This design comes from an exercise in tuning for small area, a short achievable clock period and few clock cycles per item on the open sky130 flow, not from production work.
The RTL was checked by simulation tests, not by an equivalence proof against the original design.
Power figures rest on the tool's default switching activity, not on a simulated workload.

// alu
module alu
  #(
    parameter IN_WL = 15,
    parameter OUT_WL = 16
    )
  (
    input wire rstb,
    input wire clk_i,
    input wire in_valid,                  
    output wire in_ready,                 
    input wire [1:0] cmd,                 
    input wire [IN_WL-1:0] a,             
    input wire [IN_WL-1:0] b,             
    output logic out_valid,               
    output logic [OUT_WL-1:0] r           
  );
Size: about 700 cells after synthesis, about 120 flip-flops, roughly 53 I/O pins.
Settings: LEC_CHECK=0, CAP_MARGIN=20, CORE_MARGIN=2, CORE_UTILIZATION=40, PLACE_DENSITY=0.6, SLEW_MARGIN=20; clock period 6.5 ns.
run.sh (not shown) runs the stock make flow with config.mk's settings and CLKGATE_MAP_FILE= SYNTH_SCRIPT=/design/flow/synth_recipe.tcl, a recipe that flattens the netlist after the stock synthesis.
The first run completed with no timing, DRC or antenna violations.
Testbench counts at the start, summed over its fixed seeds: cycles 16,016, items 16,000.
Change:
--- a/flow/config.mk
+++ b/flow/config.mk
@@ -6,7 +6,8 @@
 export NUM_CORES = 4
 export LEC_CHECK = 0
-export CAP_MARGIN = 20
+export CAP_MARGIN = 0
 export CORE_MARGIN = 2
 export CORE_UTILIZATION = 40
 export PLACE_DENSITY = 0.6
-export SLEW_MARGIN = 20
+export SETUP_SLACK_MARGIN = 3.9
+export SLEW_MARGIN = 0
=>
- The changed run completed without violations
- worst hold slack got worse by 0.012 ns
- routed wire length rose by 1.3%
- cell area increases by 2.2%
- setup slack improved by 1.0 ns

========
job 101:
alu, a different RTL version from the one above (not shown whole).
For scale: roughly 670 cells after synthesis, ~120 flip-flops, ~53 I/O pins.
## alu
module alu
  #(
    parameter IN_WL = 15,
    parameter OUT_WL = 16
    )
  (
    input wire rstb,
    input wire clk_i,
    input wire in_valid,                  
    output wire in_ready,                 
    input wire [1:0] cmd,                 
    input wire [IN_WL-1:0] a,             
    input wire [IN_WL-1:0] b,             
    output logic out_valid,               
    output logic [OUT_WL-1:0] r           
  );
  assign in_ready = 1'b1;
  logic mul1;
  logic as2;
  logic sub3;
  logic dv4;
  logic e1_5;
  logic e2_6;
  logic ng_7;
  logic pp8;
  logic pp9;
  logic pp10;
  logic pp11;
  logic pp12;
  logic pp13;
  logic pp14;
  logic pp15;
  logic pp16;
  logic pp17;
  logic pp18;
  logic pp19;
  logic pp20;
  logic pp21;
  logic pp22;
  logic pp23;
  logic e1_24;
  logic e2_25;
  logic ng_26;
  logic pp27;
  logic pp28;
  logic pp29;
  logic pp30;
  logic pp31;
  logic pp32;
  logic pp33;
  logic pp34;
  logic pp35;
  logic pp36;
  logic pp37;
  logic pp38;
  logic pp39;
  logic pp40;
  logic e1_41;
  logic e2_42;
  logic ng_43;
  logic pp44;
  logic pp45;
  logic pp46;
  logic pp47;
  logic pp48;
  logic pp49;
  logic pp50;
  logic pp51;
  logic pp52;
  logic pp53;
  logic pp54;
  logic pp55;
  logic e1_56;
  logic e2_57;
  logic ng_58;
  logic pp59;
  logic pp60;
  logic pp61;
  logic pp62;
  logic pp63;
  logic pp64;
  logic pp65;
  logic pp66;
  logic pp67;
  logic pp68;
  logic e1_69;
  logic e2_70;
  logic ng_71;
  logic pp72;
  logic pp73;
  logic pp74;
  logic pp75;
  logic pp76;
  logic pp77;
  logic pp78;
  logic pp79;
  logic e1_80;
  logic e2_81;
  logic ng_82;
  logic pp83;
  logic pp84;
  logic pp85;
  logic pp86;
  logic pp87;
  logic pp88;
  logic e1_89;
  logic e2_90;
  logic ng_91;
  logic pp92;
  logic pp93;
  logic pp94;
  logic pp95;
  logic e1_96;
  logic e2_97;
  logic pp98;
  logic pp99;
  logic bz100;
  logic sh101;
  logic sh102;
  logic sh103;
  logic sh104;
  logic sh105;
  logic sh106;
  logic sh107;
  logic sh108;
  logic sh109;
  logic sh110;
  logic sh111;
  logic sh112;
  logic sh113;
  ...
Settings: LEC_CHECK=0, CAP_MARGIN=0, CORE_MARGIN=2, CORE_UTILIZATION=40, CTS_BUF_LIST=sky130_fd_sc_hd__clkbuf_4, PLACE_DENSITY=0.6, SETUP_SLACK_MARGIN=4.2, SLEW_MARGIN=0, TNS_END_PERCENT=0; clock period 6.5 ns.
Looking at the reports, job 101 completed the entire flow and the layout it produced met the timing, design-rule and antenna checks.
Testbench counts of job 101, summed over its fixed seeds: cycles 16,016, items 16,000.
### job 101 -> job 102
Settings: TNS_END_PERCENT: 0 -> unset; SETUP_SLACK_MARGIN: 4.2 -> 4.4.
Results
The shortest period the worst path allows reported for job 102 is smaller than that of job 101 by 0.067 ns. Job 102 vs job 101: number of gates on the worst path with buffers counted down. | clock buffer instance count of the final layout | job 102 vs job 101 | 4 higher |. Compared with job 101, job 102 is hungrier on power. Portion of the clock cycle consumed by the worst path in the final layout in job 102 is 1.0 points below job 101. met3 track demand over resource in global routing for job 102 is lower than for job 101. Between job 101 and job 102, the worst hold slack is higher for job 102. Across both runs, worst setup slack was higher for job 102 than for job 101.
Modified inputs, job 103 compared to job 102
Settings: changing SETUP_SLACK_MARGIN from 4.4 to 4.3; changing PLACE_DENSITY from 0.6 to 0.65; changing CORE_UTILIZATION from 40 to 50; setting TNS_END_PERCENT to 0 for the first time.
Re overall global routing resource usage: job 103 and job 102 aren't equal, and the lower value belongs to job 102. In the metrics for job 103 and job 102, the one carrying the lower share of power burned in combinational logic is job 103. In job 103, the leakage power came out 5.9% below the value in job 102.
Relative to job 103, the following input files were edited for job 104:
Settings: a change of CORE_UTILIZATION from 50 to 40; a change of PLACE_DENSITY from 0.65 to 0.6.
==> flow/flow/run.sh (new file) <==
#!/bin/bash
# The standard layout (standard.sh: standard synthesis, floorplan, place, CTS, route),
# with one change: timing repair only resizes gates, removes buffers and swaps pins
# (SETUP_MOVE_SEQUENCE), so it does not add buffers or clone gates.
# make's full output goes to flow_make.log here; each ORFS step keeps its own log under orfs/logs.
set -euo pipefail
bash standard.sh SETUP_MOVE_SEQUENCE=unbuffer,sizeup,swap finish > flow_make.log 2>&1
==> flow/standard.sh (new file) <==
#!/bin/bash
# synth_recipe.tcl (not shown) runs the flow's synth.tcl, then flattens the netlist and writes it again
# the make line also repeats each setting of config.mk as NAME=value (left out here)
make -C /OpenROAD-flow-scripts/flow DESIGN_CONFIG=/design/flow/config.mk WORK_HOME=/design/flow/orfs CLKGATE_MAP_FILE= SYNTH_SCRIPT=/design/flow/synth_recipe.tcl "${@:-finish}"
removed: flow/run.sh
[summary]
Comparing job 104 and job 103, the higher number of resized instances in the post-cts repair step was measured on job 103.
The lower number of antenna violations at the first check in global routing of job 104 and job 103 is in job 104.
Compared with job 103, job 104 shows a starting utilization of the core area that is 10 points lower.
Cmp job 104 vs job 103: die area higher in job 104
In job 104, worst clock skew on the final layout is lower than in job 103.
Changes observed in job 104 relative to job 103: number of cells on the critical path ~0 delta, arrival time of the worst setup path went up, worst hold slack moved down, number of fill cells rose by 31%.
Comparing the two runs side by side, job 104 comes out ahead of job 103 on power.
Diff job 104 and job 103: non-clock buffer contribution to total cell area higher in job 103

========
Starting RTL as in the previous note.
Settings: LEC_CHECK=0, CAP_MARGIN=0, CORE_MARGIN=2, CORE_UTILIZATION=40, CTS_BUF_LIST=sky130_fd_sc_hd__clkbuf_4, PLACE_DENSITY=0.6, SETUP_SLACK_MARGIN=4.3, SLEW_MARGIN=0, TNS_END_PERCENT=0; clock period 6.5 ns.
Stock flow here: none of the scripts above is used.
Testbench counts at the start, summed over its fixed seeds: cycles 16,016, items 16,000.
Next try:
--- a/flow/config.mk
+++ b/flow/config.mk
@@ -14,2 +14 @@
 export SLEW_MARGIN = 0
-export TNS_END_PERCENT = 0
Effect: Routed wire length rose by 2.1%. Design area rose by 2.8%. Count of clock-buffer cells in the layout rose by 3. Via count barely changes. Worst setup slack gains 0.015 ns. Core utilization rose by 1.3 points. Die area stays the same.

## separate check: timing with driven ports
The results above use ideal ports. As a check the final layouts listed here were re-extracted and re-timed, cells and wires unchanged. Step 1, drivers: a clkbuf_16 drives clk_i and a buf_2 each remaining input, both assumed. Step 2 moves the port delays by t, midway between the first and last clock arrival at a register: inputs arrive t later, outputs are due t later. That takes back most of the time a late clock gives input paths. a / b / c = ideal / step 1 / step 2; a / b = the first two.
run | t, ns | setup WS [ns] | slew at the worst register clock pin (ns) | worst slew at a driven data input, ns
the first run of note 1 | 0.458 | 2.912 / 2.931 / 2.473 | 0.06 / 0.06 | 0.03
the second run of note 1 | 0.458 | 3.944 / 3.901 / 3.515 | 0.06 / 0.06 | 0.04
job 101 | 0.565 | 4.116 / 4.136 / 3.572 | 0.11 / 0.11 | 0.03
job 102 | 0.556 | 4.182 / 4.182 / 3.717 | 0.10 / 0.10 | 0.15
job 103 | 0.565 | 4.154 / 4.164 / 3.608 | 0.11 / 0.11 | 0.05
job 104 | 0.561 | 4.122 / 4.138 / 3.577 | 0.11 / 0.11 | 0.03
the first run of note 3 | 0.569 | 4.138 / 4.161 / 3.593 | 0.11 / 0.11 | 0.03
the second run of note 3 | 0.559 | 4.153 / 4.153 / 3.684 | 0.10 / 0.10 | 0.08
After both steps every run listed still meets setup and hold. For job 103, which loses most, drivers alone change the setup slack by +0.010 ns; drivers and shift together by -0.546 ns.
